This design comes from an exercise in tuning for small area, a short achievable clock period and few clock cycles per item on the open sky130 flow, not from production work.
Where RTL was checked, it was by simulation tests only, not by an equivalence proof against the original.
No functional check of the RTL was part of runs 1 and 2.
Power is estimated from default activity; no workload was simulated.

--- config.mk ---
export PLATFORM = sky130hd
export DESIGN_NAME = MS_DMAC_AHBL
export DESIGN_NICKNAME = MS_DMAC_AHBL
export VERILOG_FILES = /design/flow/design.v
export SDC_FILE = /design/flow/constraint.sdc
export NUM_CORES = 4
export LEC_CHECK = 0
export ABC_CLOCK_PERIOD_IN_PS = 2500
export CAP_MARGIN = 20
export CORE_MARGIN = 2
export CORE_UTILIZATION = 40
export SETUP_SLACK_MARGIN = 4.5
export SLEW_MARGIN = 20
export TNS_END_PERCENT = 100
--- constraint.sdc ---
create_clock -name core_clock -period 7.0 [get_ports {HCLK}]
set_input_delay 1.4000 -clock core_clock [delete_from_list [all_inputs] [get_ports {HCLK}]]
set_output_delay 1.4000 -clock core_clock [all_outputs]
set_load 0.01 [all_outputs]
--- design.v ---
`timescale          1ns/1ps
`default_nettype    none
module MS_DMAC_AHBL (
    input   wire    HCLK,
    input   wire    HRESETn,
    output  wire    IRQ,
    input wire          HSEL,
    input wire [31:0]   HADDR,
    input wire [1:0]    HTRANS,
    input wire          HWRITE,
    input wire          HREADY,
    input wire [31:0]   HWDATA,
    input wire [2:0]    HSIZE,
    output wire         HREADYOUT,
    output wire [31:0]  HRDATA,
    output wire [31:0]  M_HADDR,
    output wire [1:0]   M_HTRANS,
    output wire [2:0] 	M_HSIZE,
    output wire         M_HWRITE,
    output wire [31:0]  M_HWDATA,
    input wire          M_HREADY,
    input wire [31:0]   M_HRDATA
);
    reg         we_ctrl, we_saddr, we_daddr, we_size, we_trig;
    wire [15:0] a = HADDR[15:0];
    wire        a_ctrl  = (a == 16'h00);
    wire        a_stat  = (a == 16'h04);
    wire        a_saddr = (a == 16'h08);
    wire        a_daddr = (a == 16'h0C);
    wire        a_size  = (a == 16'h10);
    wire        a_trig  = (a == 16'h14);
    wire        a_none  = ~(a_ctrl | a_stat | a_saddr | a_daddr | a_size | a_trig);
    wire        wr_ap   = HSEL & HWRITE & HTRANS[1];
    always @(posedge HCLK) begin
        if (HREADY) begin
            we_ctrl  <= wr_ap & a_ctrl;
            we_saddr <= wr_ap & a_saddr;
            we_daddr <= wr_ap & a_daddr;
            we_size  <= wr_ap & a_size;
            we_trig  <= wr_ap & a_trig;
        end
    end
    reg [31:0]  CTRL_REG;
    reg [31:0]  SADDR_REG;
    reg [31:0]  DADDR_REG;
    reg [15:0]  SIZE_REG;
    reg         TRIG_REG;
    reg         done_r;
    reg         irq_r;
    wire        done_set;
    wire [31:0] ctrl_nx  = we_ctrl  ? HWDATA        : CTRL_REG;
    wire [31:0] saddr_nx = we_saddr ? HWDATA        : SADDR_REG;
    wire [31:0] daddr_nx = we_daddr ? HWDATA        : DADDR_REG;
    wire [15:0] size_nx  = we_size  ? HWDATA[15:0]  : SIZE_REG;
    wire        trig_nx  = we_trig  ? HWDATA[0]     : (TRIG_REG & ~done_set);
    wire        done_nx  = we_trig  ? 1'b0          : (done_r | done_set);
    wire        irq_nx   = done_nx & ctrl_nx[0];
    always @(posedge HCLK or negedge HRESETn)
        if (~HRESETn) begin
            CTRL_REG  <= 32'h0;
            SADDR_REG <= 32'h0;
            DADDR_REG <= 32'h0;
            SIZE_REG  <= 16'h0;
            TRIG_REG  <= 1'b0;
            done_r    <= 1'b0;
            irq_r     <= 1'b0;
        end else begin
            CTRL_REG  <= ctrl_nx;
            SADDR_REG <= saddr_nx;
            DADDR_REG <= daddr_nx;
            SIZE_REG  <= size_nx;
            TRIG_REG  <= trig_nx;
            done_r    <= done_nx;
            irq_r     <= irq_nx;
        end
    wire        EN        = CTRL_REG[0];
    wire [1:0]  SRC_TYPE  = CTRL_REG[17:16];
    wire        SRC_AI    = CTRL_REG[18];
    wire [1:0]  DEST_TYPE = CTRL_REG[25:24];
    wire        DEST_AI   = CTRL_REG[26];
    assign IRQ = irq_r;
    reg [31:0]  rdata_r;
    always @(posedge HCLK)
        rdata_r <= ({32{a_ctrl}}  & ctrl_nx)
                 | ({32{a_stat}}  & {31'h0, irq_nx})
                 | ({32{a_saddr}} & saddr_nx)
                 | ({32{a_daddr}} & daddr_nx)
                 | ({32{a_size}}  & {16'h0, size_nx})
                 | ({32{a_trig}}  & {31'h0, trig_nx})
                 | ({32{a_none}}  & 32'hDEADBEEF);
    assign HRDATA    = rdata_r;
    assign HREADYOUT = 1'b1;
    reg         s_r0;        
    reg         s_rd;        
    reg         s_wn;        
    reg         s_wp;        
    reg         s_wf;        
    reg         s_bub;       
    reg         s_fdp;       
    reg         htrans_r;
    reg         hwrite_r;
    reg [1:0]   hsize_r;
    reg [15:0]  rem;         
    reg         last;        
    reg [31:0]  cur;         
    reg [31:0]  alt;         
    wire idle  = ~(s_r0 | s_rd | s_wn | s_wp | s_wf | s_bub | s_fdp);
    wire rdy   = M_HREADY;
    wire start = idle & trig_nx & ctrl_nx[0];
    wire n_r0  = start;
    wire n_rd  = rdy ? ((s_r0 & ~last) | s_wn)  : s_rd;
    wire n_wn  = rdy ? (s_rd & ~last)           : s_wn;
    wire n_wp  = rdy ? (s_rd & last)            : s_wp;
    wire n_wf  = rdy ? (s_wp | s_bub)           : s_wf;
    wire n_bub = rdy ? (s_r0 & last)            : s_bub;
    wire n_fdp = rdy ? s_wf                     : s_fdp;
    wire n_r0h = ~rdy & s_r0;
    assign done_set = s_fdp & rdy;
    always @(posedge HCLK or negedge HRESETn)
        if (~HRESETn) begin
            s_r0     <= 1'b0;
            s_rd     <= 1'b0;
            s_wn     <= 1'b0;
            s_wp     <= 1'b0;
            s_wf     <= 1'b0;
            s_bub    <= 1'b0;
            s_fdp    <= 1'b0;
            htrans_r <= 1'b0;
            hwrite_r <= 1'b0;
        end else begin
            s_r0     <= n_r0 | n_r0h;
            s_rd     <= n_rd;
            s_wn     <= n_wn;
            s_wp     <= n_wp;
            s_wf     <= n_wf;
            s_bub    <= n_bub;
            s_fdp    <= n_fdp;
            htrans_r <= n_r0 | n_r0h | n_rd | n_wn | n_wp | n_wf;
            hwrite_r <= n_wn | n_wp | n_wf;
        end
    always @(posedge HCLK)
        hsize_r <= (n_wn | n_wp | n_wf) ? ctrl_nx[25:24] : ctrl_nx[17:16];
    wire is_rd = s_r0 | s_rd;
    wire swap  = rdy & ((s_r0 & last) | s_rd | s_wn);
    wire incr  = rdy & ((s_r0 & ~last) | s_wp);
    wire [1:0]  typ  = is_rd ? SRC_TYPE : DEST_TYPE;
    wire        ai   = is_rd ? SRC_AI   : DEST_AI;
    wire [3:0]  step = ai ? (4'h1 << typ) : 4'h0;
    wire [31:0] nxt  = cur + {28'h0, step};
    always @(posedge HCLK) begin
        if (idle) begin
            cur  <= SADDR_REG;
            alt  <= DADDR_REG;
            rem  <= SIZE_REG;
            last <= (SIZE_REG == 16'h0);
        end else begin
            if (swap) begin
                cur <= alt;
                alt <= nxt;
            end else if (incr)
                cur <= nxt;
            if (rdy & is_rd) begin
                rem  <= rem - 16'h1;
                last <= (rem == 16'h1);
            end
        end
    end
    reg         dp_r, dp_r0, dp_w;
    reg [31:0]  qa, qb;
    always @(posedge HCLK)
        if (rdy) begin
            dp_r  <= htrans_r & ~hwrite_r;
            dp_r0 <= s_r0;
            dp_w  <= htrans_r &  hwrite_r;
        end
    always @(posedge HCLK) begin
        if (dp_r & dp_r0)
            qa <= M_HRDATA;
        else if (dp_w & rdy)
            qa <= qb;
        if (dp_r & ~dp_r0)
            qb <= M_HRDATA;
    end
    assign M_HADDR  = cur;
    assign M_HTRANS = {htrans_r, 1'b0};
    assign M_HWRITE = hwrite_r;
    assign M_HSIZE  = {1'b0, hsize_r};
    assign M_HWDATA = qa;
endmodule
--- run.sh ---
#!/bin/bash
# synth_recipe.tcl (not shown) runs the flow's synth.tcl, then flattens the netlist and writes it again
# the make line also repeats each setting of config.mk as NAME=value (left out here)
make -C /OpenROAD-flow-scripts/flow DESIGN_CONFIG=/design/flow/config.mk WORK_HOME=/design/flow/orfs CLKGATE_MAP_FILE= SYNTH_SCRIPT=/design/flow/synth_recipe.tcl finish
==> impl_metrics.tcl, run 1 <==
set metrics [dict create \
    crit_path_max_fanout 5 \
    num-fill-cells 2820 \
    ys.flop_type "edfxtp_1" \
    r2r_end "alt[16]$_DFFE_PP_" \
    required_ns 7.25 \
    placed_cell_area_mm2 0.0159 \
    timing.rr.start "s_r0$_DFF_PN0_" \
    n_antenna_cell 0 \
    core_mm2 0.0328 \
    post-place-ws_ns 2.45 \
    irDropWorstVdd_uv 164 \
    fp.dieH_um 187 \
    grt_overflow 0 \
    antenna_found_initial 0 \
    place_congestion 0.791 \
    postCtsHoldBufs 0 \
    hold_violations 0 \
    worstSetupEndpointType "flip-flop" \
    r2r_setup_slack_ns 4.14 \
    areaGrowthSynthToFinish_pct 34.7 \
    slew_viol_final 0 \
    hold_depth 1 \
    final.period_utilization_pct 40.9 \
    worstRegToRegCells 13 \
    start_util_pct 40.8 \
    grt_setup_unrepaired "yes" \
    tritoncts "yes" \
    drive_above_1_share_pct 38.1 \
    avgViaCountPerCell 5.35 \
    min_path_type "reg2reg" \
    synth-seq-cells 311 \
    startpoint_type "flip-flop" \
    syn_inst 1041 \
    power.leakage_nw 6.98 \
    post_synth_num_cell_types 59 \
    io_buffers 187 \
    drcViolationCount 0 \
    place_hpwl_um 22700 \
    cts_buffer_depth 3 \
    seq_area_mm2 0.00838 \
    row_count 66 \
    first_global_vias 9748 \
    die_w_um 187 \
    fin_tns_setup_ns 0 \
    avgRoutedWirePerCell_um 21.2 \
    design_area_mm2 0.0180 \
    critPathArrivalTime_ns 3.11 \
    cap_viol_max_count 0 \
    finalClockSkew_ns 0.0166 \
    fmax_ghz 0.350 \
    multiInputGateArea_mm2 0.00540 \
    path_class "reg2reg" \
    syn_avg_cell_area_um2 12.9 \
    root_buffer "clkbuf_16" \
    ios 211 \
    maxSlewHeadroom_pct 31.6 \
    synth_area_mm2 0.0134 \
    p_per_area_mw_per_mm2 307 \
    tightest_slew_ns 1.02 \
    status "finished clean" \
    cts_buffers 35 \
    grt_usage_pct 21.2 \
    vias 9514 \
    clk_latency_ns 0.52 \
    holdPathEnd "CTRL_REG[2]$_DFF_PN0_" \
    yosysWarnings 1 \
    ys_seq_area_share_pct 62.6 \
    cts_sinks 311 \
    grt_pass1_wl_um 57700 \
    setup_viol 0 \
    synth_edf_count 153 \
    antenna_left 0 \
    dr.first_iter.drc_count 650 \
    clkTransAtPathRegs_ns 0.06 \
    hold_start "CTRL_REG[2]$_DFF_PN0_" \
    dr.pass1.iters 5 \
    grt_max_degree 77 \
    period_needed_ns 2.86 \
    cts_max_level 2 \
    fin_nets 1424 \
    wirelength_um 37700 \
    finalWorstSetupSlack_ns 4.14 \
    ys_async_sr_fraction_pct 39.9 \
    die_area_mm2 0.0350 \
]
==> sequential cells by signal, indices dropped and copies added (netlist names), 2 cells and up <==
signal / count
alt: 32
hsize_r: 2
rem: 16
SIZE_REG: 16
CTRL_REG: 32
rdata_r: 32
DADDR_REG: 32
cur: 32
qb: 32
qa: 32
SADDR_REG: 32
==> through the flow <==
step                utilization [%]  hold WS (ns)  power [mW]  std cells
floorplan                         -         0.472        3.05       1042
global placement               48.4         0.480        3.51       1621
finish                         55.0         0.496        5.54       1779
global route                   55.0         0.510        5.78       1779
detailed placement             48.4         0.487        3.53       1621
CTS                            53.8         0.500        5.46       1753
==> worst max-delay path by stage <==
stage	startpoint	end	slack [ns]	cells after the start
after detailed placement	M_HREADY	cur[15]$_DFFE_PP_	2.45	6
final	s_r0$_DFF_PN0_	alt[16]$_DFFE_PP_	4.14	13
after global routing	s_r0$_DFF_PN0_	cur[30]$_DFFE_PP_	4.07	12
after floorplan	HADDR[11]	rdata_r[22]$_DFF_P_	4.36	6
after global placement	M_HREADY	cur[15]$_DFFE_PP_	2.52	6
after CTS	s_rd$_DFF_PN0_	alt[22]$_DFFE_PP_	4.13	12
==> critical path: stages (launching register included) <==
cell,delay (ns)
dfrtp_2,0.44
nor2_4,0.19
nor3b_2,0.08
a31oi_2,0.27
nor2_4,0.08
ha_4,0.17
fa_2,0.39
a211oi_4,0.26
buf_12,0.17
nor2_4,0.07
buf_4,0.14
nand3_4,0.08
xor2_4,0.17
a21oi_1,0.08
==> synth_stat cells, types with 3 or more instances <==
cell type,n,area (um2)
ha_1,6,75.1
o22ai_1,8,50.1
nand4_1,19,119
a21oi_1,52,260
a31oi_1,5,31.3
o21ai_0,20,100
a21o_1,7,52.6
xnor2_1,15,131
inv_1,13,48.8
and2_1,3,18.8
a221oi_1,11,96.3
nor4_1,7,43.8
or3_1,7,43.8
o21ai_1,18,90.1
nor3_1,10,50.1
nand2_1,107,402
clkbuf_1,26,97.6
edfxtp_1,153,4590
nor2b_1,5,31.3
a22oi_1,25,188
nor3_2,3,30.0
buf_1,10,37.5
o211ai_1,3,22.5
nor2_1,62,233
and3_1,10,62.6
a211o_1,13,114
xor2_1,27,236
buf_4,7,52.6
mux2i_1,3,30.0
mux2_2,147,1660
a22o_1,15,131
buf_2,19,95.1
nand3_1,16,80.1
dfrtp_1,124,3100
dfxtp_1,34,681
==> metal layers <==
| metal | GRT usage (%) | routed length (um) |
|---|---|---|
| met4 | 4.70 | 698 |
| met5 | 0 | 0 |
| met2 | 34.3 | 17600 |
| met3 | 4.18 | 2360 |
| met1 | 29.7 | 17100 |
==> kinds of logic (layout without fill, tap and decap cells) <==
| family | Yosys count | after routing | share of synthesized area [%] |
|---|---|---|---|
| compound gates | 187 | 188 | 9.15 |
| xor+xnor | 42 | 42 | 2.75 |
| fa+ha+maj | 7 | 7 | 0.710 |
| buf+inv | 76 | 369 | 2.50 |
| flops | 311 | 311 | 62.6 |
| mux | 150 | 150 | 12.6 |
| other cells | 2 | 3 | 0.0561 |
| simple gates | 266 | 267 | 9.67 |
==> cell usage in the layout, fill, tap and decap left out, types with 22 or more instances in the layout <==
cell type,netlist,final
a22oi_1,25,22
mux2_2,147,146
buf_2,19,67
nor2_1,62,56
buf_6,0,22
edfxtp_1,153,153
dfrtp_1,124,122
a21oi_1,52,43
dfxtp_1,34,33
buf_4,7,78
clkdlybuf4s50_1,0,67
nand2_1,107,99
clkbuf_16,0,37
==> final cells by class <==
type | count | share of cell area [%]
well taps | 442 | 3.07
clock buffers | 49 | 5.55
multi-input cells | 657 | 30.0
clock inverters | 15 | 0.777
inverters | 14 | 0.319
repair buffers | 291 | 13.8
flip-flops and latches | 311 | 46.5
==> timing repair <==
item / 4_1_cts / 5_1_grt
gates resized for setup: 458 / 77
endpoints found under the setup margin: 332 / 155
cloned: 8 / 0
pin swaps: 68 / 53
buffers inserted: 60 / 26
==> power by group <==
part / switching (mW) / internal, mW / leakage, nW
logic: 0.700 / 0.582 / 3.23
registers: 0.156 / 2.28 / 3.20
clock network: 0.737 / 1.08 / 0.556
total: 1.59 / 3.94 / 6.98
==> run 2, diff against run 1 <==
--- a/config.mk
+++ b/config.mk
@@ -7,3 +7,2 @@
 export LEC_CHECK = 0
-export ABC_CLOCK_PERIOD_IN_PS = 2500
 export CAP_MARGIN = 20
@@ -11,4 +10,2 @@
 export CORE_UTILIZATION = 40
-export SETUP_SLACK_MARGIN = 4.5
 export SLEW_MARGIN = 20
-export TNS_END_PERCENT = 100
==> impl_metrics.tcl, run 2 <==
set metrics [dict create \
    avgRoutedWirePerCell_um 20.3 \
    internal-power_mw 3.89 \
    synth_common_cells "edfxtp_1 (153), mux2_2 (147), dfrtp_1 (124)" \
    power.leakage_nw 6.27 \
    power_frac_comb_pct 18.6 \
    tritoncts "yes" \
    clkTransAtPathRegs_ns 0.06 \
    startpoint "s_rd$_DFF_PN0_" \
    design_area_mm2 0.0169 \
    start_util_pct 40.8 \
    seq_power_share_pct 46.2 \
    synth_edf_count 153 \
    worstRegToRegCells 11 \
    vias 9090 \
    synth_most_common_cell "edfxtp_1" \
    antenna_left 0 \
    grt_pass1_wl_um 53800 \
    r2r_end "alt[20]$_DFFE_PP_" \
    first_global_vias 9104 \
    fin_nets 1337 \
    drive_above_1_share_pct 19.6 \
    crit_top_cell "nor2_2" \
    wirelength_um 34300 \
    final.period_utilization_pct 51.9 \
    dp_cells 1627 \
    place_hpwl_um 22500 \
    irDropWorstVdd_uv 170 \
    root_buffer "clkbuf_16" \
    r2r_setup_slack_ns 3.36 \
    cts_resized 0 \
    die_w_um 187 \
    cts_max_level 2 \
    ys_seq_area_share_pct 62.6 \
    grt_setup_unrepaired "no" \
    hold_depth 1 \
    slew_viol_final 0 \
    holdPathEnd "CTRL_REG[21]$_DFF_PN0_" \
    cts_buffers 36 \
    worstSetupEndpointType "flip-flop" \
    multiInputGateArea_mm2 0.00472 \
    fmax_ghz 0.275 \
    use_met2_pct 29.9 \
    drcViolationCount 0 \
    tightest_slew_ns 1.07 \
    layout_commonest_cell "clkdlybuf4s50_1" \
    fp.dieH_um 187 \
    ios 211 \
    num-fill-cells 2875 \
    hold_start "CTRL_REG[21]$_DFF_PN0_" \
    maxSlewHeadroom_pct 28.4 \
    period_needed_ns 3.64 \
    cts_buffer_depth 3 \
    grt_max_degree 75 \
    swShare_pct 27.4 \
    hold_violations 0 \
    areaGrowthSynthToFinish_pct 26.3 \
    yosys-top-cells-area "edfxtp_1 (34%), dfrtp_1 (23%), mux2_2 (12%)" \
    startpoint_type "flip-flop" \
    status "finished clean" \
    cp_cell_sequence "nor2_2 > nor3b_1 > a31oi_1 > nor2_1 > ha_1 > fa_1 > a211oi_1 > nor2_2 > nand3_1 > xor2_1 > a21oi_1" \
    seq_area_mm2 0.00838 \
    use_met3_pct 3.64 \
    post_synth_num_cell_types 59 \
    antenna_found_initial 0 \
    placed_cell_area_mm2 0.0157 \
    grt-busiest-layer "met2" \
    met1_usage_pct 29.0 \
    setup_viol 0 \
    path_class "reg2reg" \
    switching_power_mw 1.47 \
    die_area_mm2 0.0350 \
    final_cells 1691 \
    synth_top_cell_by_area "edfxtp_1" \
    timing.rr.start "s_rd$_DFF_PN0_" \
    synth_area_mm2 0.0134 \
    row_count 66 \
    layout_common_cells "clkdlybuf4s50_1 (186), edfxtp_1 (153), mux2_2 (147)" \
    syn_inst 1041 \
    fin_tns_setup_ns 0 \
    p_per_area_mw_per_mm2 317 \
    postCtsHoldBufs 0 \
    synth-seq-cells 311 \
    worst_path_max_delay_cell "a211oi_1" \
    yosysWarnings 1 \
    cap_viol_max_count 0 \
    core_mm2 0.0328 \
    n_antenna_cell 0 \
    ys_async_sr_fraction_pct 39.9 \
    avgViaCountPerCell 5.38 \
    synth_top_area_share_pct 34.3 \
    syn_avg_cell_area_um2 12.9 \
    finalClockSkew_ns 0.0113 \
    place_congestion 0.803 \
    cts_setup_buffers 0 \
    crit_path_max_fanout 10 \
    clk_latency_ns 0.51 \
    grt_overflow 0 \
    clkPwrFrac_pct 35.2 \
    io_buffers 187 \
    min_path_type "reg2reg" \
    grt_usage_pct 19.6 \
    cts_sinks 311 \
    required_ns 7.24 \
    ys.flop_type "edfxtp_1" \
    cpPeakStageDelay_ns 0.52 \
    dr.first_iter.drc_count 584 \
    dr.pass1.iters 7 \
    critPathArrivalTime_ns 3.88 \
]
==> run 2: cell counts after synthesis <==
No cell type changed its count.
==> run 2: layout make-up <==
class | count | area share (%)
multi-input cells | 655 | 27.9
clock buffers | 45 | 6.01
clock inverters | 19 | 1.08
inverters | 14 | 0.311
repair buffers | 205 | 11.9
well taps | 442 | 3.27
flip-flops and latches | 311 | 49.5
==> run 2: power groups by stage <==
| stage | clock network, mW | registers [mW] | logic [mW] |
|---|---|---|---|
| after detailed placement | 0 | 2.51 | 1.00 |
| after floorplan | 0 | 2.49 | 0.537 |
| after CTS | 1.93 | 2.48 | 1.00 |
| after global placement | 0 | 2.50 | 0.979 |
| final | 1.89 | 2.48 | 0.995 |
| after global routing | 2.01 | 2.51 | 1.09 |
==> run 2: cell families (layout without fill, tap and decap cells) <==
logic type	count (synthesis)	after routing	synth area share (%)
AOI/OAI and AO/OA	187	187	9.15
DFF	311	311	62.6
buffers and inverters	76	283	2.50
other	2	3	0.0561
adders and majority gates	7	7	0.710
xor gates and xnor gates	42	42	2.75
and+or+nand+nor	266	266	9.67
muxes	150	150	12.6
==> run 2: worst max-delay path by stage <==
| stage | end | cells after the start |
|---|---|---|
| global placement | alt[1]$_DFFE_PP_ | 5 |
| finish | alt[20]$_DFFE_PP_ | 11 |
| global route | cur[20]$_DFFE_PP_ | 11 |
| floorplan | last$_DFFE_PP_ | 4 |
| detailed placement | alt[1]$_DFFE_PP_ | 5 |
| CTS | alt[20]$_DFFE_PP_ | 11 |
==> run 2: metal layers <==
layer  share of wire [%]  up-vias
met1                  48     4549
met2                  44      297
met3                 6.0       37
met5                   0        -
li1                    -     4207
met4                 1.5        0
==> run 2: critical path, delay by kind of cell (launching register included) <==
kind                       cells  cell delay (ns)
and+or+nand+nor                5             1.02
AOI/OAI and AO/OA              3             0.85
DFF                            1             0.45
xor gates and xnor gates       1             0.37
adders and majority gates      2             0.66
==> run 2: metrics by stage <==
stage	hold slack [ns]	setup WS, ns	power [mW]	util (%)
floorplan	0.472	3.53	3.02	-
finish	0.497	3.36	5.36	51.6
global route	0.513	3.19	5.61	51.6
global placement	0.480	3.06	3.48	47.9
detailed placement	0.487	3.02	3.51	47.9
CTS	0.500	3.41	5.42	51.6
==> run 3, diff against run 2 <==
--- a/design.v
+++ b/design.v
@@ -104,2 +104,3 @@
     reg         last;        
+    wire        last_nx;
     reg [31:0]  cur;         
@@ -140,12 +141,30 @@
         end
-    always @(posedge HCLK)
-        hsize_r <= (n_wn | n_wp | n_wf) ? ctrl_nx[25:24] : ctrl_nx[17:16];
+    wire n_wr   = n_wn | n_wp | n_wf;
+    wire n_swap = ((n_r0 | n_r0h) & last_nx) | n_rd | n_wn;
+    wire n_incr = ((n_r0 | n_r0h) & ~last_nx) | n_wp;
+    wire [1:0]  n_typ = n_wr ? ctrl_nx[25:24] : ctrl_nx[17:16];
+    wire        n_ai  = n_wr ? ctrl_nx[26]    : ctrl_nx[18];
+    reg         op_swap, op_incr;
+    reg [3:0]   step;
+    always @(posedge HCLK or negedge HRESETn)
+        if (~HRESETn) begin
+            op_swap <= 1'b0;
+            op_incr <= 1'b0;
+        end else begin
+            op_swap <= n_swap;
+            op_incr <= n_incr;
+        end
+    always @(posedge HCLK) begin
+        hsize_r <= n_typ;
+        step    <= n_ai ? (4'h1 << n_typ) : 4'h0;
+    end
     wire is_rd = s_r0 | s_rd;
-    wire swap  = rdy & ((s_r0 & last) | s_rd | s_wn);
-    wire incr  = rdy & ((s_r0 & ~last) | s_wp);
-    wire [1:0]  typ  = is_rd ? SRC_TYPE : DEST_TYPE;
-    wire        ai   = is_rd ? SRC_AI   : DEST_AI;
-    wire [3:0]  step = ai ? (4'h1 << typ) : 4'h0;
-    wire [31:0] nxt  = cur + {28'h0, step};
-    always @(posedge HCLK) begin
+    wire swap  = rdy & op_swap;
+    wire incr  = rdy & op_incr;
+    wire [31:0] nxt = cur + {28'h0, step};
+    wire [15:0] rem_nx  = idle ? SIZE_REG : (rdy & is_rd) ? rem - 16'h1 : rem;
+    assign      last_nx = idle ? (SIZE_REG == 16'h0) : (rdy & is_rd) ? (rem == 16'h1) : last;
+    always @(posedge HCLK) begin
+        rem  <= rem_nx;
+        last <= last_nx;
         if (idle) begin
@@ -153,15 +172,7 @@
             alt  <= DADDR_REG;
-            rem  <= SIZE_REG;
-            last <= (SIZE_REG == 16'h0);
-        end else begin
-            if (swap) begin
-                cur <= alt;
-                alt <= nxt;
-            end else if (incr)
-                cur <= nxt;
-            if (rdy & is_rd) begin
-                rem  <= rem - 16'h1;
-                last <= (rem == 16'h1);
-            end
-        end
+        end else if (swap) begin
+            cur <= alt;
+            alt <= nxt;
+        end else if (incr)
+            cur <= nxt;
     end
--- a/config.mk
+++ b/config.mk
@@ -7,2 +7,3 @@
 export LEC_CHECK = 0
+export ABC_CLOCK_PERIOD_IN_PS = 2000
 export CAP_MARGIN = 20
@@ -10,2 +11,4 @@
 export CORE_UTILIZATION = 40
+export SETUP_SLACK_MARGIN = 5
 export SLEW_MARGIN = 20
+export TNS_END_PERCENT = 100
==> impl_metrics.tcl, run 3 <==
set metrics [dict create \
    ys_async_sr_fraction_pct 39.7 \
    clk_latency_ns 0.52 \
    tritoncts "yes" \
    die_area_mm2 0.0362 \
    maxSlewHeadroom_pct 40.8 \
    grt_overflow 0 \
    hold_depth 1 \
    synth_most_common_cell "edfxtp_1" \
    r2r_setup_slack_ns 4.48 \
    die_w_um 190 \
    final.period_utilization_pct 36.9 \
    antenna_left 0 \
    hold_start "CTRL_REG[13]$_DFF_PN0_" \
    cts_max_level 2 \
    drcViolationCount 0 \
    slew_viol_final 0 \
    n_antenna_cell 0 \
    core_mm2 0.0344 \
    place_congestion 0.771 \
    synth-seq-cells 317 \
    layout_common_cells "edfxtp_1 (152), mux2_2 (139), dfrtp_1 (126)" \
    holdPathEnd "CTRL_REG[13]$_DFF_PN0_" \
    dp_cells 1715 \
    first_global_vias 10700 \
    crit_path_max_fanout 5 \
    layout_commonest_cell "edfxtp_1" \
    row_count 68 \
    avgViaCountPerCell 5.54 \
    startpoint_type "flip-flop" \
    worstRegToRegCells 10 \
    tightest_slew_ns 0.888 \
    status "finished clean" \
    dr.first_iter.drc_count 765 \
    p_per_area_mw_per_mm2 290 \
    power.leakage_nw 8.12 \
    synth_area_mm2 0.0139 \
    io_buffers 187 \
    cts_sinks 317 \
    vias 10700 \
    fmax_ghz 0.387 \
    finalClockSkew_ns 0.0168 \
    worst_path_max_delay_cell "edfxtp_1" \
    drive_above_1_share_pct 49.1 \
    syn_avg_cell_area_um2 12.3 \
    irDropWorstVdd_uv 202 \
    yosys-top-cells-area "edfxtp_1 (33%), dfrtp_1 (23%), mux2_2 (12%)" \
    grt_setup_unrepaired "yes" \
    cp_cell_sequence "buf_6" \
    min_path_type "reg2reg" \
    path_delay_family "flip-flops" \
    antenna_found_initial 0 \
    grt_max_degree 87 \
    final_cells 1937 \
    clkTransAtPathRegs_ns 0.06 \
    root_buffer "clkbuf_16" \
    synth_top_cell_by_area "edfxtp_1" \
    path_class "reg2out" \
    synth_top_area_share_pct 32.9 \
    postCtsHoldBufs 0 \
    startpoint "cur[16]$_DFFE_PP_" \
    synth_common_cells "edfxtp_1 (152), mux2_2 (145), dfrtp_1 (126)" \
    r2r_end "cur[14]$_DFFE_PP_" \
    avgRoutedWirePerCell_um 23.1 \
    fp.dieH_um 190 \
    fin_nets 1571 \
    worstSetupEndpointType "primary output" \
    ios 211 \
    worst-path-buf-inv 1 \
    cts_buffer_depth 3 \
    required_ns 5.60 \
    place_hpwl_um 25400 \
    fin_tns_setup_ns 0 \
    ys_seq_area_share_pct 61.3 \
    setup_viol 0 \
    dr.pass1.iters 5 \
    start_util_pct 40.4 \
    grt_pass1_wl_um 65200 \
    post_synth_num_cell_types 62 \
    cts_buffers 36 \
    ys.flop_type "edfxtp_1" \
    yosysWarnings 1 \
    period_needed_ns 2.58 \
    synth_edf_count 152 \
    grt_usage_pct 23.8 \
    cap_viol_max_count 0 \
    wirelength_um 44800 \
    syn_inst 1124 \
    areaGrowthSynthToFinish_pct 49.1 \
    critPathArrivalTime_ns 1.18 \
    hold_violations 0 \
    cpPeakStageDelay_ns 0.49 \
    timing.rr.start "cur[0]$_DFFE_PP_" \
]
-- run 3: changes by cell type after synthesis, moves of 14 or more --
| cell | change |
|---|---|
| a221o_1 | +21 |
| a22oi_1 | -22 |
| a22o_1 | -15 |
| nor2_1 | +15 |
| xor2_1 | -15 |
| nor3_1 | +14 |
| o21ai_0 | +31 |
| buf_2 | -14 |
| o21ai_1 | -18 |
| mux2i_1 | +20 |
-- run 3: metal layers --
metal / global-route usage [%] / vias up / share of wire, %
met5: 0 / - / 0
met4: 8.77 / 0 / 3.3
met3: 3.94 / 92 / 7.4
met2: 37.0 / 451 / 46
met1: 33.7 / 5396 / 43
li1: - / 4795 / -
-- run 3: power breakdown --
| group | internal (mW) | switching (mW) |
|---|---|---|
| clock | 1.22 | 0.782 |
| sequential | 2.28 | 0.165 |
| combinational | 0.721 | 0.827 |
-- run 3: area by class of cell --
type / count / area [um2]
well taps: 455 / 569
clock inverters: 18 / 238
repair inverters: 7 / 126
multi-input cells: 725 / 6680
fillers: 2660 / 13700
repair buffers: 345 / 3390
clock buffers: 45 / 1020
inverters: 25 / 133
flip-flops and latches: 317 / 8530
-- run 3: how the worst max path moves through the flow --
stage / to / depth (start not counted)
floorplan: we_daddr$_DFFE_PP_ / 5
global placement: we_daddr$_DFFE_PP_ / 6
detailed placement: we_daddr$_DFFE_PP_ / 6
CTS: M_HADDR[16] / 1
global route: M_HADDR[16] / 1
finish: M_HADDR[16] / 1
-- run 3: cells by family (layout without fill, tap and decap cells) --
logic type,count (synthesis),count (layout),share of synthesized area (%)
AO/OA/AOI/OAI,191,193,8.85
XOR/XNOR,38,38,2.40
adder cells (fa/ha/maj),7,7,0.685
buffers and inverters,92,440,2.72
flip-flops,317,317,61.3
multiplexers,168,168,13.4
other,2,3,0.0541
AND/OR/NAND/NOR,309,316,10.6
-- run 3: through the flow --
stage	worst slack (ns)	hold WS, ns	utilization, %	power, mW	cell area (um2)
3_5_place_dp	2.32	0.479	48.0	3.48	16500
3_3_place_gp	2.36	0.470	48.0	3.46	16500
5_1_grt	4.39	0.514	60.2	6.21	20700
4_1_cts	4.40	0.498	57.5	5.80	19800
2_1_floorplan	4.17	0.449	-	3.05	14400
6_report	4.42	0.496	60.2	5.99	20700
-- run 3: timing repair --
item / CTS / global route
endpoints found under the setup margin: 350 / 386
gates cloned: 21 / 4
resized for setup: 763 / 127
hold endpoints to repair: 0 / 0
buffers inserted: 96 / 38
pin swaps: 90 / 61
Testbench counts of run 3, summed over its fixed seeds: cycles 100,757, items 25,289.
==> run 4, diff against run 3 <==
--- a/config.mk
+++ b/config.mk
@@ -7,7 +7,8 @@
 export LEC_CHECK = 0
-export ABC_CLOCK_PERIOD_IN_PS = 2000
+export ABC_CLOCK_PERIOD_IN_PS = 2500
 export CAP_MARGIN = 20
 export CORE_MARGIN = 2
-export CORE_UTILIZATION = 40
-export SETUP_SLACK_MARGIN = 5
+export CORE_UTILIZATION = 65
+export PLACE_DENSITY = 0.75
+export SETUP_SLACK_MARGIN = 4.5
 export SLEW_MARGIN = 20
==> impl_metrics.tcl, run 4 <==
set metrics [dict create \
    grt_setup_unrepaired "yes" \
    clkTransAtPathRegs_ns 0.07 \
    status "finished clean" \
    yosys-top-cells-area "edfxtp_1 (33%), dfrtp_1 (23%), mux2_2 (12%)" \
    crit_path_max_fanout 4 \
    root_buffer "clkbuf_16" \
    synth_most_common_cell "edfxtp_1" \
    slew_viol_final 0 \
    power_frac_comb_pct 21.5 \
    synth_top_area_share_pct 32.9 \
    cts_buffer_depth 3 \
    first_global_vias 10200 \
    synth-seq-cells 317 \
    worst_path_max_delay_cell "edfxtp_1" \
    layout_commonest_cell "edfxtp_1" \
    dr.first_iter.drc_count 1079 \
    drcViolationCount 0 \
    power.leakage_nw 7.05 \
    fp.dieH_um 150 \
    antenna_found_initial 0 \
    antenna_left 0 \
    post_synth_num_cell_types 62 \
    post-route-util_pct 85.0 \
    tightest_slew_ns 0.925 \
    vias 10600 \
    grt_overflow 0 \
    clk_latency_ns 0.57 \
    setup_viol 0 \
    swShare_pct 28.7 \
    synth_top_cell_by_area "edfxtp_1" \
    cts_sinks 317 \
    place_hpwl_um 23100 \
    row_count 53 \
    synth_edf_count 152 \
    synth_common_cells "edfxtp_1 (152), mux2_2 (145), dfrtp_1 (126)" \
    critPathArrivalTime_ns 1.23 \
    cpPeakStageDelay_ns 0.49 \
    ys_async_sr_fraction_pct 39.7 \
    fmax_ghz 0.380 \
    die_area_mm2 0.0225 \
    placed_cell_area_mm2 0.0160 \
    fin_nets 1480 \
    core_mm2 0.0210 \
    wirelength_um 38800 \
    internal-power_mw 3.81 \
    grt_usage_pct 33.3 \
    min_path_type "reg2reg" \
    finalClockSkew_ns 0.0264 \
    place_congestion 0.827 \
    io_buffers 187 \
    seq_power_share_pct 45.4 \
    cts_max_level 1 \
    grt_pass1_wl_um 57400 \
    clkPwrFrac_pct 33.1 \
    ys_seq_area_share_pct 61.3 \
    start_util_pct 66.2 \
    design_area_mm2 0.0178 \
    layout_common_cells "edfxtp_1 (152), mux2_2 (144), dfrtp_1 (126)" \
    p_per_area_mw_per_mm2 300 \
    avgViaCountPerCell 6.35 \
    holdWs_ns 0.498 \
    cp_cell_sequence "buf_6" \
    fin_tns_setup_ns 0 \
    postCtsHoldBufs 0 \
    power_mw 5.34 \
    dr.pass1.iters 6 \
    syn_inst 1124 \
    synth_area_mm2 0.0139 \
    grt_max_degree 90 \
    ys.flop_type "edfxtp_1" \
    hold_violations 0 \
    maxSlewHeadroom_pct 38.3 \
    cts_buffers 31 \
    die_w_um 150 \
    worstSetupEndpointType "primary output" \
    yosysWarnings 1 \
    tritoncts "yes" \
    avgRoutedWirePerCell_um 23.3 \
    path_delay_family "flip-flops" \
    areaGrowthSynthToFinish_pct 28.3 \
    path_class "reg2out" \
    cap_viol_max_count 0 \
    n_antenna_cell 0 \
    switching_power_mw 1.53 \
    final.period_utilization_pct 37.6 \
    required_ns 5.60 \
    worst-path-buf-inv 1 \
    irDropWorstVdd_uv 219 \
    period_needed_ns 2.63 \
    ios 211 \
    startpoint_type "flip-flop" \
    drive_above_1_share_pct 33.6 \
    syn_avg_cell_area_um2 12.3 \
]
==> run 4: logic make-up (layout without fill, tap and decap cells) <==
group / count (synthesis) / in the layout / share of synthesized area (%)
compound gates: 191 / 191 / 8.85
simple gates: 309 / 309 / 10.6
fa+ha+maj: 7 / 7 / 0.685
xor+xnor: 38 / 38 / 2.40
flops: 317 / 317 / 61.3
buf+inv: 92 / 358 / 2.72
other cells: 2 / 3 / 0.0541
mux: 168 / 168 / 13.4
==> run 4: per-layer routing <==
metal | part of all wire [%] | track usage (%) | up-vias | wire length, um
met5 | 0 | 0 | - | 0
met3 | 9.6 | 5.91 | 95 | 3730
met4 | 2.6 | 9.34 | 0 | 993
li1 | - | - | 4603 | -
met2 | 47 | 52.5 | 688 | 18400
met1 | 41 | 48.1 | 5185 | 15800
==> run 4: final cells by class <==
class | count | area, um2
flip-flops and latches | 317 | 8510
multi-input cells | 716 | 5400
fillers | 1094 | 3150
repair buffers | 274 | 2310
clock buffers | 42 | 990
well taps | 275 | 344
inverters | 25 | 133
clock inverters | 16 | 116
repair inverters | 1 | 8.76
==> run 4: stage by stage <==
stage / std cells / setup slack [ns]
5_1_grt: 1666 / 4.36
4_1_cts: 1648 / 4.35
2_1_floorplan: 1125 / 4.17
3_3_place_gp: 1532 / 2.54
3_5_place_dp: 1532 / 2.51
6_report: 1666 / 4.37
==> run 4: path summary, 6_finish.rpt <==
check	from	slack, ns	to	cells past startpoint
min in group asynchronous	HRESETn	0.91	CTRL_REG[7]$_DFF_PN0_	1
max in group asynchronous	HRESETn	5.02	CTRL_REG[25]$_DFF_PN0_	2
worst min-delay path	CTRL_REG[3]$_DFF_PN0_	0.50	CTRL_REG[3]$_DFF_PN0_	1
worst max register to register	cur[4]$_DFFE_PP_	4.46	alt[24]$_DFFE_PP_	7
worst max-delay path	cur[17]$_DFFE_PP_	4.37	M_HADDR[17]	1
worst min register to register	CTRL_REG[3]$_DFF_PN0_	0.50	CTRL_REG[3]$_DFF_PN0_	1
==> run 4: power by group through the flow <==
stage | clock, mW | sequential [mW] | combinational [mW]
after floorplan | 0 | 2.46 | 0.537
after global placement | 0 | 2.47 | 0.899
after detailed placement | 0 | 2.49 | 0.926
after CTS | 1.77 | 2.41 | 1.04
after global routing | 1.85 | 2.44 | 1.23
final | 1.77 | 2.42 | 1.15
==> run 4: repair_timing <==
item / 4_1_cts / 5_1_grt
buffers inserted: 54 / 18
setup endpoints to repair: 304 / 210
endpoints found under the hold margin: 0 / 0
pin swaps: 13 / 14
resized for setup: 482 / 61
cloned: 4 / 0
==> run 5, diff against run 4 <==
--- a/config.mk
+++ b/config.mk
@@ -10,4 +10,3 @@
 export CORE_MARGIN = 2
-export CORE_UTILIZATION = 65
-export PLACE_DENSITY = 0.75
+export CORE_UTILIZATION = 40
 export SETUP_SLACK_MARGIN = 4.5
==> impl_metrics.tcl, run 5 <==
set metrics [dict create \
    avgViaCountPerCell 5.45 \
    grt_setup_unrepaired "yes" \
    ys_seq_area_share_pct 61.3 \
    irDropWorstVdd_uv 169 \
    n_antenna_cell 0 \
    synth_top_cell_by_area "edfxtp_1" \
    syn_avg_cell_area_um2 12.3 \
    path_delay_family "flip-flops" \
    crit_path_max_fanout 2 \
    ios 211 \
    row_count 68 \
    areaGrowthSynthToFinish_pct 29.8 \
    startpoint_type "flip-flop" \
    worstSetupEndpointType "primary output" \
    fin_tns_setup_ns 0 \
    dr.pass1.iters 5 \
    synth_area_mm2 0.0139 \
    yosys-top-cells-area "edfxtp_1 (33%), dfrtp_1 (23%), mux2_2 (12%)" \
    clkTransAtPathRegs_ns 0.06 \
    cts_buffers 36 \
    cpPeakStageDelay_ns 0.45 \
    place_hpwl_um 25200 \
    synth_xor_area_share_pct 2.40 \
    layout_commonest_cell "edfxtp_1" \
    synth_common_cells "edfxtp_1 (152), mux2_2 (145), dfrtp_1 (126)" \
    finalClockSkew_ns 0.0288 \
    fp.dieH_um 190 \
    cts_max_level 2 \
    tightest_slew_ns 0.889 \
    place_congestion 0.862 \
    first_global_vias 9947 \
    tritoncts "yes" \
    maxSlewHeadroom_pct 40.7 \
    critPathArrivalTime_ns 1.17 \
    power.leakage_nw 7.03 \
    path_class "reg2out" \
    setup_viol 0 \
    vias 10000 \
    required_ns 5.60 \
    p_per_area_mw_per_mm2 300 \
    root_buffer "clkbuf_16" \
    syn_inst 1124 \
    post-route-util_pct 52.4 \
    synth_compound_gate_area_share_pct 8.85 \
    period_needed_ns 2.57 \
    final.period_utilization_pct 36.7 \
    post_synth_num_cell_types 62 \
    fmax_ghz 0.390 \
    die_w_um 190 \
    antenna_found_initial 0 \
    cts_sinks 317 \
    worst_path_max_delay_cell "edfxtp_1" \
    synth_most_common_cell "edfxtp_1" \
    worst-path-buf-inv 1 \
    ys_async_sr_fraction_pct 39.7 \
    fin_nets 1471 \
    dr.first_iter.drc_count 777 \
    num-fill-cells 3036 \
    synth_simple_gate_area_share_pct 10.6 \
    cp_cell_sequence "buf_2" \
    slew_viol_final 0 \
    antenna_left 0 \
    hold_violations 0 \
    synth_edf_count 152 \
    clk_latency_ns 0.53 \
    wirelength_um 39500 \
    drcViolationCount 0 \
    layout_common_cells "edfxtp_1 (152), mux2_2 (144), dfrtp_1 (126)" \
    grt_overflow 0 \
    synth_top_family_by_area "multiplexers" \
    avgRoutedWirePerCell_um 21.5 \
    yosysWarnings 1 \
    grt_usage_pct 21.7 \
    grt_pass1_wl_um 59900 \
    yosys.area_share.adder_pct 0.685 \
    cts_buffer_depth 3 \
    drive_above_1_share_pct 32.6 \
    cap_viol_max_count 0 \
    grt_max_degree 69 \
    status "finished clean" \
    die_area_mm2 0.0362 \
    ys.flop_type "edfxtp_1" \
    start_util_pct 40.4 \
    io_buffers 187 \
    min_path_type "reg2reg" \
    synth-seq-cells 317 \
    synth_top_area_share_pct 32.9 \
    core_mm2 0.0344 \
    synthMuxAreaShare_pct 13.4 \
]
[run 5: cell counts after synthesis]
No cell type changed its count.
[run 5: metrics by stage]
stage / total power, mW / cells / hold WS, ns / cell area (um2) / setup slack [ns]
final: 5.39 / 1839 / 0.498 / 18000 / 4.43
after global routing: 5.63 / 1839 / 0.510 / 18000 / 4.41
after CTS: 5.39 / 1828 / 0.493 / 17800 / 4.41
after detailed placement: 3.44 / 1713 / 0.471 / 16200 / 2.62
after global placement: 3.42 / 1713 / 0.470 / 16200 / 2.65
after floorplan: 2.99 / 1125 / 0.449 / 14000 / 4.17
[run 5: where the power goes]
part	internal (mW)	total [mW]	switching (mW)
sequential	2.28	2.42	0.148
clock	1.13	1.89	0.756
combinational	0.467	1.08	0.616
[run 5: kinds of logic after synthesis]
kind of cell | Yosys count
AND/OR/NAND/NOR | 309
other | 2
multiplexers | 168
buffers and inverters | 92
flip-flops | 317
adder cells (fa/ha/maj) | 7
AO/OA/AOI/OAI | 191
XOR/XNOR | 38
[run 5: path summary, 6_finish.rpt]
kind                                        from                 endpoint  slack, ns  cells after the start
worst min-delay path            done_r$_DFF_PN0_         done_r$_DFF_PN0_       0.50                      2
worst max-delay path            cur[0]$_DFFE_PP_               M_HADDR[0]       4.43                      1
max in group asynchronous                HRESETn    SIZE_REG[7]$_DFF_PN0_       4.95                      2
min in group asynchronous                HRESETn  SADDR_REG[19]$_DFF_PN0_       0.97                      1
worst min register to register  done_r$_DFF_PN0_         done_r$_DFF_PN0_       0.50                      2
worst max register to register  cur[0]$_DFFE_PP_        cur[28]$_DFFE_PP_       4.53                      8
[run 5: repair_timing]
item,CTS,global route
cloned,5,3
setup endpoints to repair,310,186
gates resized for setup,458,73
buffers inserted,45,8
pin swaps,15,12
hold buffers,0,0
[run 5: metal layers]
layer / share of wire, % / vias to the layer above / GRT usage, % / routed length [um]
met5: 0 / - / 0 / 0
met4: 2.1 / 0 / 5.84 / 832
met1: 47 / 4986 / 32.1 / 18600
li1: - / 4601 / - / -
met2: 45 / 364 / 33.2 / 17700
met3: 6.0 / 63 / 3.31 / 2360
[run 5: final cells by class]
type | instances | area, um2 | area share, %
Multi-Input combinational cell | 719 | 5440 | 30.2
Sequential cell | 317 | 8510 | 47.3
Tap cell | 455 | 569 | 3.16
Clock buffer | 51 | 1050 | 5.84
Timing Repair Buffer | 258 | 2180 | 12.1
Inverter | 25 | 108 | 0.598
Clock inverter | 14 | 143 | 0.792
==> run 6, diff against run 5 <==
--- a/config.mk
+++ b/config.mk
@@ -11,2 +11,3 @@
 export CORE_UTILIZATION = 40
+export CTS_BUF_LIST = sky130_fd_sc_hd__clkbuf_4 sky130_fd_sc_hd__clkbuf_8
 export SETUP_SLACK_MARGIN = 4.5
==> impl_metrics.tcl, run 6 <==
set metrics [dict create \
    seq_power_share_pct 45.7 \
    syn_inst 1124 \
    slew_viol_final 0 \
    grt_setup_unrepaired "yes" \
    root_buffer "clkbuf_8" \
    post_synth_num_cell_types 62 \
    cts_buffers 54 \
    areaGrowthSynthToFinish_pct 31.5 \
    ios 211 \
    fin_nets 1508 \
    maxSlewHeadroom_pct 39.7 \
    layout_common_cells "edfxtp_1 (152), mux2_2 (144), dfrtp_1 (126)" \
    min_path_type "reg2reg" \
    setup_viol 0 \
    path_class "reg2out" \
    yosys-top-cells-area "edfxtp_1 (33%), dfrtp_1 (23%), mux2_2 (12%)" \
    tightest_slew_ns 0.904 \
    avgRoutedWirePerCell_um 21.1 \
    vias 10200 \
    dr.first_iter.drc_count 725 \
    startpoint_type "flip-flop" \
    die_w_um 190 \
    ys.flop_type "edfxtp_1" \
    p_per_area_mw_per_mm2 290 \
    fp.dieH_um 190 \
    synth_common_cells "edfxtp_1 (152), mux2_2 (145), dfrtp_1 (126)" \
    irDropWorstVdd_uv 174 \
    antenna_found_initial 0 \
    power_mw 5.30 \
    tritoncts "yes" \
    synth_area_mm2 0.0139 \
    antenna_left 0 \
    power_frac_comb_pct 21.0 \
    io_buffers 187 \
    place_congestion 0.862 \
    hold_violations 0 \
    grt_overflow 0 \
    grt_max_degree 69 \
    finalClockSkew_ns 0.0382 \
    row_count 68 \
    design_area_mm2 0.0182 \
    power.leakage_nw 7.17 \
    switching_power_mw 1.53 \
    clkTransAtPathRegs_ns 0.06 \
    placed_cell_area_mm2 0.0162 \
    cts_sinks 317 \
    avgViaCountPerCell 5.40 \
    n_antenna_cell 0 \
    syn_avg_cell_area_um2 12.3 \
    yosysWarnings 1 \
    start_util_pct 40.4 \
    crit_path_max_fanout 2 \
    critPathArrivalTime_ns 1.26 \
    period_needed_ns 2.66 \
    synth-seq-cells 317 \
    synth_top_cell_by_area "edfxtp_1" \
    fin_tns_setup_ns 0 \
    drcViolationCount 0 \
    cts_buffer_depth 3 \
    required_ns 5.60 \
    ys_seq_area_share_pct 61.3 \
    final.period_utilization_pct 38.0 \
    cap_viol_max_count 0 \
    status "finished clean" \
    worstSetupEndpointType "primary output" \
    swShare_pct 28.9 \
    die_area_mm2 0.0362 \
    dr.pass1.iters 7 \
    drive_above_1_share_pct 36.9 \
    core_mm2 0.0344 \
    grt_usage_pct 21.8 \
    post-route-util_pct 53.1 \
    first_global_vias 10100 \
    internal-power_mw 3.77 \
    wirelength_um 40100 \
    cts_max_level 2 \
    synth_top_area_share_pct 32.9 \
    clk_latency_ns 0.60 \
    fmax_ghz 0.376 \
    grt_pass1_wl_um 60400 \
    postCtsHoldBufs 0 \
    synth_edf_count 152 \
    place_hpwl_um 25200 \
    layout_commonest_cell "edfxtp_1" \
    clkPwrFrac_pct 33.3 \
    synth_most_common_cell "edfxtp_1" \
    ys_async_sr_fraction_pct 39.7 \
]
## run 6: cell counts after synthesis
Identical to the previous run, type by type.
## run 6: logic make-up after synthesis
kind of cell | count (synthesis) | share of synthesized area (%)
and+or+nand+nor | 309 | 10.6
muxes | 168 | 13.4
AOI/OAI and AO/OA | 191 | 8.85
other | 2 | 0.0541
xor gates and xnor gates | 38 | 2.40
adders and majority gates | 7 | 0.685
DFF | 317 | 61.3
buffers and inverters | 92 | 2.72
## run 6: cell type report
type                            count  area (um2)
Timing Repair Buffer              277        2380
Inverter                           25         108
Clock inverter                     16         113
Tap cell                          455         569
Clock buffer                       86        1060
Multi-Input combinational cell    719        5500
Sequential cell                   317        8510
Fill cell                        3023       16100
## run 6: timing repair
| item | in CTS | in global routing |
|---|---|---|
| endpoints found under the hold margin | 0 | 0 |
| setup buffers | 51 | 20 |
| gates cloned | 6 | 3 |
| resized for setup | 510 | 83 |
| setup endpoints to repair | 309 | 210 |
| pin swaps | 18 | 28 |
## run 6: power by group through the flow
stage | Sequential [mW] | Clock (mW) | Combinational, mW
floorplan | 2.46 | 0 | 0.537
global placement | 2.50 | 0 | 0.920
detailed placement | 2.51 | 0 | 0.937
CTS | 2.43 | 1.80 | 1.05
global route | 2.45 | 1.89 | 1.21
finish | 2.42 | 1.76 | 1.11
## run 6: per-stage QoR
step / worst slack, ns / instances / hold slack [ns]
global placement: 2.65 / 1713 / 0.470
finish: 4.34 / 1895 / 0.493
global route: 4.30 / 1895 / 0.510
floorplan: 4.17 / 1125 / 0.449
detailed placement: 2.62 / 1713 / 0.471
CTS: 4.34 / 1872 / 0.487
## run 6: per-layer routing
| metal | wire length, um | vias up | track usage, % | part of all wire (%) |
|---|---|---|---|---|
| met2 | 17700 | 401 | 33.3 | 44 |
| met5 | 0 | - | 0 | 0 |
| met3 | 2550 | 62 | 3.75 | 6.4 |
| li1 | - | 4678 | - | - |
| met1 | 18900 | 5087 | 31.9 | 47 |
| met4 | 920 | 0 | 6.47 | 2.3 |
## run 6: final timing paths
kind / from / endpoint / slack [ns] / cells past startpoint
worst max-delay path: cur[0]$_DFFE_PP_ / M_HADDR[0] / 4.34 / 2
worst min-delay path: done_r$_DFF_PN0_ / done_r$_DFF_PN0_ / 0.49 / 2
worst min register to register: done_r$_DFF_PN0_ / done_r$_DFF_PN0_ / 0.49 / 2
worst max register to register: cur[0]$_DFFE_PP_ / cur[26]$_DFFE_PP_ / 4.42 / 10
max in group asynchronous: HRESETn / DADDR_REG[7]$_DFF_PN0_ / 5.01 / 2
min in group asynchronous: HRESETn / CTRL_REG[23]$_DFF_PN0_ / 0.89 / 1
## run 6: worst max-delay path, cell delays in order (launching register included)
cell      delay, ns
edfxtp_1       0.41
buf_6          0.15
buf_6          0.11
==> run 7, diff against run 6 <==
==> flow/run.sh (new file) <==
#!/bin/bash
# Standard layout, with every port buffered by the smallest buffer
# (timing repair resizes them where it needs to).
set -euo pipefail
export BUFFER_PORTS_ARGS="-buffer_cell sky130_fd_sc_hd__buf_1"
bash standard.sh synth > synth.log 2>&1
bash standard.sh > layout.log 2>&1
==> standard.sh (new file) <==
#!/bin/bash
# synth_recipe.tcl (not shown) runs the flow's synth.tcl, then flattens the netlist and writes it again
# the make line also repeats each setting of config.mk as NAME=value (left out here)
make -C /OpenROAD-flow-scripts/flow DESIGN_CONFIG=/design/flow/config.mk WORK_HOME=/design/flow/orfs CLKGATE_MAP_FILE= SYNTH_SCRIPT=/design/flow/synth_recipe.tcl "${@:-finish}"
--- a/config.mk
+++ b/config.mk
@@ -7,2 +7,3 @@
 export LEC_CHECK = 0
+export ABC_AREA = 1
 export ABC_CLOCK_PERIOD_IN_PS = 2500
@@ -11,3 +12,2 @@
 export CORE_UTILIZATION = 40
-export CTS_BUF_LIST = sky130_fd_sc_hd__clkbuf_4 sky130_fd_sc_hd__clkbuf_8
 export SETUP_SLACK_MARGIN = 4.5
removed: run.sh
==> impl_metrics.tcl, run 7 <==
set metrics [dict create \
    status "finished clean" \
    cts_sinks 317 \
    finalWorstSetupSlack_ns 4.39 \
    worst_path_max_delay_cell "edfxtp_1" \
    areaGrowthSynthToFinish_pct 20.2 \
    path_delay_family "flip-flops" \
    synth_most_common_cell "nand2_1" \
    layout_common_cells "nand2_1 (516), buf_1 (160), nor2_1 (155)" \
    avgRoutedWirePerCell_um 17.0 \
    place_hpwl_um 26800 \
    yosys-top-cells-area "edfxtp_1 (32%), dfrtp_1 (22%), nand2_1 (14%)" \
    first_global_vias 10900 \
    die_area_mm2 0.0376 \
    vias 11500 \
    synth-seq-cells 317 \
    min_path_type "reg2reg" \
    hold_violations 0 \
    irDropWorstVdd_uv 201 \
    cap_viol_max_count 0 \
    tightest_slew_ns 0.931 \
    ys.flop_type "edfxtp_1" \
    fp.dieH_um 194 \
    grt_max_degree 87 \
    antenna_found_initial 0 \
    core_mm2 0.0355 \
    place_congestion 0.852 \
    antenna_left 0 \
    period_needed_ns 2.62 \
    clkTransAtPathRegs_ns 0.06 \
    synth_top_cell_by_area "edfxtp_1" \
    layout_commonest_cell "nand2_1" \
    critPathArrivalTime_ns 1.22 \
    synth_common_cells "nand2_1 (523), nor2_1 (164), edfxtp_1 (152)" \
    post-place-ws_ns 3.26 \
    fmax_ghz 0.382 \
    design_area_mm2 0.0173 \
    drcViolationCount 0 \
    grt_usage_pct 20.6 \
    path_class "reg2out" \
    tritoncts "yes" \
    synth_area_mm2 0.0144 \
    power.leakage_nw 7.42 \
    drive_above_1_share_pct 11.8 \
    r2r_setup_slack_ns 4.64 \
    grt_overflow 0 \
    fin_tns_setup_ns 0 \
    die_w_um 194 \
    post_synth_num_cell_types 47 \
    wirelength_um 39300 \
    final.period_utilization_pct 37.4 \
    synth_edf_count 152 \
    yosysWarnings 1 \
    crit_path_max_fanout 5 \
    n_antenna_cell 0 \
    dr.pass1.iters 5 \
    cts_buffers 36 \
    cp_cell_sequence "buf_1" \
    placed_cell_area_mm2 0.0155 \
    clk_latency_ns 0.53 \
    start_util_pct 40.6 \
    cts_buffer_depth 3 \
    grt_setup_unrepaired "yes" \
    fin_nets 1933 \
    dr.first_iter.drc_count 843 \
    power_mw 6.84 \
    p_per_area_mw_per_mm2 395 \
    worst-path-buf-inv 1 \
    root_buffer "clkbuf_16" \
    cpPeakStageDelay_ns 0.51 \
    slew_viol_final 0 \
    ios 211 \
    syn_avg_cell_area_um2 8.99 \
    startpoint_type "flip-flop" \
    finalClockSkew_ns 0.0177 \
    grt_pass1_wl_um 61200 \
    required_ns 5.60 \
    cts_max_level 2 \
    row_count 69 \
    syn_inst 1603 \
    io_buffers 187 \
    post-route-util_pct 48.8 \
    maxSlewHeadroom_pct 38.0 \
    ys_seq_area_share_pct 59.0 \
    synth_top_area_share_pct 31.7 \
    avgViaCountPerCell 4.99 \
    worstSetupEndpointType "primary output" \
    setup_viol 0 \
    postCtsHoldBufs 0 \
    ys_async_sr_fraction_pct 39.7 \
]
==> run 7: changes by cell type in the layout (fill, tap and decap cells not counted), moves of 58 or more <==
cell             before  now
buf_1                 0  160
buf_2                83    4
clkbuf_8             66    8
clkdlybuf4s50_1      68    0
inv_1                21  142
mux2_2              144   35
nand2_1             109  516
nor2_1               73  155
o21ai_0              34  121
==> run 7: path summary, 6_finish.rpt <==
| check | start | endpoint | cells past startpoint |
|---|---|---|---|
| max | cur[25]$_DFFE_PP_ | M_HADDR[25] | 1 |
| min | CTRL_REG[19]$_DFF_PN0_ | CTRL_REG[19]$_DFF_PN0_ | 2 |
| max reg2reg | cur[0]$_DFFE_PP_ | alt[30]$_DFFE_PP_ | 11 |
| min reg2reg | CTRL_REG[19]$_DFF_PN0_ | CTRL_REG[19]$_DFF_PN0_ | 2 |
| max in group asynchronous | HRESETn | s_bub$_DFFE_PN0P_ | 2 |
| min in group asynchronous | HRESETn | SADDR_REG[27]$_DFF_PN0_ | 1 |
==> run 7: metrics by stage <==
step	std cells	hold WS [ns]
6_report	2308	0.467
5_1_grt	2308	0.495
4_1_cts	2300	0.471
3_5_place_dp	2199	0.457
3_3_place_gp	2199	0.451
2_1_floorplan	1604	0.438
==> run 7: report_power, final <==
group / internal, mW / switching (mW) / leakage, nW
Sequential: 2.60 / 0.251 / 3.29
Combinational: 0.744 / 1.35 / 3.53
Clock: 1.13 / 0.766 / 0.598
Total: 4.48 / 2.36 / 7.42
==> run 7: timing repair <==
item / in CTS / in global routing
pin swaps: 2 / 5
setup endpoints to repair: 315 / 135
setup buffers: 34 / 7
resized for setup: 51 / 34
endpoints found under the hold margin: 0 / 0
gates cloned: 1 / 1
==> run 7: routing by layer <==
layer	global-route usage, %	wire, um
met5	1.02	51
met4	6.36	1040
met3	3.22	2350
met2	31.0	17100
met1	30.5	18800
==> run 7: kinds of logic (layout without fill, tap and decap cells) <==
kind of cell | count (synthesis) | count (layout) | share of synthesized area (%)
and+or+nand+nor | 816 | 817 | 23.3
DFF | 317 | 317 | 59.0
buffers and inverters | 212 | 454 | 5.96
AOI/OAI and AO/OA | 196 | 196 | 7.21
muxes | 36 | 36 | 2.81
xor gates and xnor gates | 17 | 17 | 1.03
adders and majority gates | 7 | 7 | 0.660
other | 2 | 3 | 0.0521
==> run 7: final cells by class <==
class                      count  area [um2]
multi-input combinational   1076        5180
clock buffer                  49        1040
tap                          461         577
sequential                   317        8500
fill                        3393       18200
timing repair buffer         240        1270
clock inverter                17         171
timing repair inverter         1        7.51
inverter                     147         564
==> run 7: worst register-to-register path, stage by stage (launching register included) <==
cell and delay, ns:
edfxtp_1 0.42, ha_2 0.25, inv_1 0.06, fa_2 0.37, o21ai_2 0.20, nand3_1 0.23
nor2_2 0.24, nand2_1 0.08, nand2_1 0.07, nand2_1 0.05, nand2_1 0.06, o21ai_1 0.07
==> run 8, diff against run 7 <==
--- a/config.mk
+++ b/config.mk
@@ -7,3 +7,2 @@
 export LEC_CHECK = 0
-export ABC_AREA = 1
 export ABC_CLOCK_PERIOD_IN_PS = 2500
@@ -12,2 +11,3 @@
 export CORE_UTILIZATION = 40
+export GPL_TIMING_DRIVEN = 0
 export SETUP_SLACK_MARGIN = 4.5
==> impl_metrics.tcl, run 8 <==
set metrics [dict create \
    yosysWarnings 1 \
    worst_path_max_delay_cell "edfxtp_1" \
    wl_met2_um 18200 \
    grt_usage_pct 21.5 \
    root_buffer "clkbuf_16" \
    required_ns 5.60 \
    row_count 68 \
    setup_viol 0 \
    r2r_end "cur[30]$_DFFE_PP_" \
    worstSetupEndpointType "primary output" \
    hold_start "s_bub$_DFFE_PN0P_" \
    synth_edf_count 152 \
    worstSetupEndpoint "M_HADDR[24]" \
    ys_async_sr_fraction_pct 39.7 \
    path_class "reg2out" \
    drt-met1-wl_um 18000 \
    post-route-util_pct 50.8 \
    maxSlewHeadroom_pct 46.6 \
    synth_common_cells "edfxtp_1 (152), mux2_2 (145), dfrtp_1 (126)" \
    power.leakage_nw 6.68 \
    core_mm2 0.0344 \
    path_delay_family "flip-flops" \
    hold_violations 0 \
    drive_above_1_share_pct 26.5 \
    grt_max_degree 42 \
    first_global_vias 10000 \
    clk_latency_ns 0.53 \
    syn_inst 1124 \
    syn_avg_cell_area_um2 12.3 \
    areaGrowthSynthToFinish_pct 25.9 \
    synth_most_common_cell "edfxtp_1" \
    clkTransAtPathRegs_ns 0.06 \
    synth-seq-cells 317 \
    die_w_um 190 \
    p_per_area_mw_per_mm2 304 \
    grt_setup_unrepaired "yes" \
    synth_top_area_share_pct 32.9 \
    status "finished clean" \
    layout_commonest_cell "buf_1" \
    avgRoutedWirePerCell_um 21.2 \
    worstRegToRegCells 9 \
    cts_buffer_depth 3 \
    route.met3.wl_um 2670 \
    ios 211 \
    design_area_mm2 0.0175 \
    antenna_left 0 \
    place_congestion 0.852 \
    tightest_slew_ns 0.800 \
    dr.first_iter.drc_count 820 \
    cp_cell_sequence "clkbuf_2" \
    n_antenna_cell 0 \
    wirelength_um 40000 \
    final.period_utilization_pct 37.3 \
    post_synth_num_cell_types 62 \
    fmax_ghz 0.383 \
    start_util_pct 40.4 \
    postCtsHoldBufs 0 \
    yosys-top-cells-area "edfxtp_1 (33%), dfrtp_1 (23%), mux2_2 (12%)" \
    min_path_type "reg2reg" \
    layout_common_cells "buf_1 (169), edfxtp_1 (152), mux2_2 (144)" \
    cts_max_level 2 \
    crit_path_max_fanout 6 \
    startpoint "cur[24]$_DFFE_PP_" \
    worst-path-stages 1 \
    slew_viol_final 0 \
    place_hpwl_um 28500 \
    fp.dieH_um 190 \
    cts_buffers 35 \
    antenna_found_initial 0 \
    critPathArrivalTime_ns 1.21 \
    finalClockSkew_ns 0.0227 \
    vias 10200 \
    ys.flop_type "edfxtp_1" \
    cts_sinks 317 \
    seq_area_mm2 0.00850 \
    num-fill-cells 3026 \
    avgViaCountPerCell 5.42 \
    synth_top_cell_by_area "edfxtp_1" \
    cap_viol_max_count 0 \
    die_area_mm2 0.0362 \
    multiInputGateArea_mm2 0.00535 \
    worst-path-buf-inv 1 \
    ys_seq_area_share_pct 61.3 \
    placed_cell_area_mm2 0.0155 \
    tritoncts "yes" \
    synth_area_mm2 0.0139 \
    drcViolationCount 0 \
    cpPeakStageDelay_ns 0.51 \
    r2r_setup_slack_ns 4.51 \
    grt_overflow 0 \
    power_mw 5.30 \
    startpoint_type "flip-flop" \
    timing.rr.start "cur[0]$_DFFE_PP_" \
    dr.pass1.iters 5 \
    irDropWorstVdd_uv 168 \
    period_needed_ns 2.61 \
    topRoutingLayerUsed "met4" \
    grt_pass1_wl_um 59200 \
    fin_nets 1518 \
    io_buffers 186 \
]
run 8: changes by cell type in the layout (fill, tap and decap cells not counted), moves of 14 or more:
| cell | change |
|---|---|
| inv_1 | -120 |
| o22ai_1 | +14 |
| nand4_1 | -14 |
| o21ai_0 | -84 |
| mux2i_1 | +22 |
| nand2_1 | -401 |
| mux2_2 | +109 |
| a221o_1 | +21 |
| nand3_1 | -45 |
| nor2_1 | -79 |
| clkbuf_1 | +17 |
| clkbuf_2 | +17 |
| a21oi_1 | +21 |
run 8: worst reg2reg max path, cell delays in order (launching register included):
cell and delay (ns):
edfxtp_1 0.43, ha_2 0.23, inv_2 0.04, fa_2 0.39, nor2b_4 0.16, o211ai_4 0.12, buf_6 0.16, a2111oi_4 0.40
xnor2_2 0.18, o22ai_1 0.12
run 8: stage by stage:
stage,TNS (ns),worst slack [ns],std cells,hold WS [ns]
6_report,0,4.39,1886,0.495
5_1_grt,0,4.36,1886,0.503
4_1_cts,0,4.37,1867,0.493
3_5_place_dp,0,3.50,1772,0.475
3_3_place_gp,-191.65,-1.54,1766,0.478
2_1_floorplan,0,4.17,1125,0.449
run 8: power by group:
| part | total [mW] | leakage, nW | switching (mW) | internal, mW |
|---|---|---|---|---|
| Sequential | 2.43 | 3.26 | 0.155 | 2.28 |
| Combinational | 1.07 | 2.86 | 0.625 | 0.447 |
| Clock | 1.80 | 0.557 | 0.747 | 1.05 |
| Total | 5.30 | 6.68 | 1.53 | 3.78 |
run 8: what timing repair did:
item                                    in CTS  in global routing
pin swaps                                    6                 19
gates cloned                                 0                  3
endpoints found under the setup margin     172                131
gates resized for setup                     71                 81
setup buffers                               31                 16
run 8: cell type report:
cell class | count | share of cell area, %
clock buffers | 53 | 6.10
multi-input cells | 716 | 30.7
inverters | 25 | 0.559
repair buffers | 242 | 7.95
clock inverters | 11 | 0.387
flip-flops and latches | 317 | 48.7
well taps | 455 | 3.26
plain buffers | 67 | 2.40
run 8: how the worst min path moves through the flow:
stage	slack, ns	end	cells past startpoint
floorplan	0.45	done_r$_DFF_PN0_	2
global placement	0.48	CTRL_REG[13]$_DFF_PN0_	1
detailed placement	0.47	s_bub$_DFFE_PN0P_	1
CTS	0.49	s_bub$_DFFE_PN0P_	1
global route	0.50	s_bub$_DFFE_PN0P_	1
finish	0.50	s_bub$_DFFE_PN0P_	1
run 8: cells by family after synthesis:
group | synth area share (%)
DFF | 61.3
and+or+nand+nor | 10.6
AOI/OAI and AO/OA | 8.85
muxes | 13.4
buffers and inverters | 2.72
xor gates and xnor gates | 2.40
adders and majority gates | 0.685
other | 0.0541
run 8: layer usage:
layer  vias up  GRT usage, %
met2       416          34.0
met3        78          3.46
met5         -             0
met4         0          7.13
li1       4681             -
met1      5052          30.3

## re-timing with driven ports
The flow's constraints put no driver on any port. The routed layouts listed below were extracted and timed again, unchanged, in two steps. Step 1 (the two cells are an assumption about what drives the block):
set clk [get_ports {HCLK}]
set_driving_cell -lib_cell sky130_fd_sc_hd__clkbuf_16 $clk
set_driving_cell -lib_cell sky130_fd_sc_hd__buf_2 [delete_from_list [all_inputs] $clk]
Step 2 times the ports against the registers' clock, not the clock port: input delays grow and output delays shrink by t, the midpoint of the rising clock arrivals with the driver on. a / b / c = ideal / step 1 / step 2; a / b = the first two.
| run | t (ns) | slack for setup (ns) | clock arrival spread, ns | worst register clock-pin slew, ns | worst data-port slew with drivers (ns) |
|---|---|---|---|---|---|
| run 1 | 0.556 | 4.139 / 4.139 / 4.001 | 0.019 / 0.018 | 0.06 / 0.06 | 0.06 |
| run 2 | 0.552 | 3.364 / 3.364 / 3.001 | 0.013 / 0.013 | 0.06 / 0.06 | 0.06 |
| run 3 | 0.569 | 4.419 / 4.366 / 3.971 | 0.019 / 0.019 | 0.07 / 0.07 | 0.07 |
| run 4 | 0.603 | 4.368 / 4.320 / 3.900 | 0.027 / 0.026 | 0.07 / 0.07 | 0.07 |
| run 5 | 0.570 | 4.433 / 4.382 / 3.967 | 0.030 / 0.030 | 0.06 / 0.06 | 0.07 |
| run 6 | 0.631 | 4.339 / 4.290 / 3.873 | 0.044 / 0.044 | 0.07 / 0.07 | 0.07 |
| run 7 | 0.573 | 4.385 / 4.331 / 4.054 | 0.019 / 0.020 | 0.06 / 0.06 | 0.09 |
| run 8 | 0.569 | 4.388 / 4.336 / 3.974 | 0.029 / 0.029 | 0.06 / 0.06 | 0.07 |
After both steps every run listed still meets setup and hold. For run 4, which loses most, drivers alone change the setup slack by -0.048 ns; drivers and shift together by -0.468 ns.
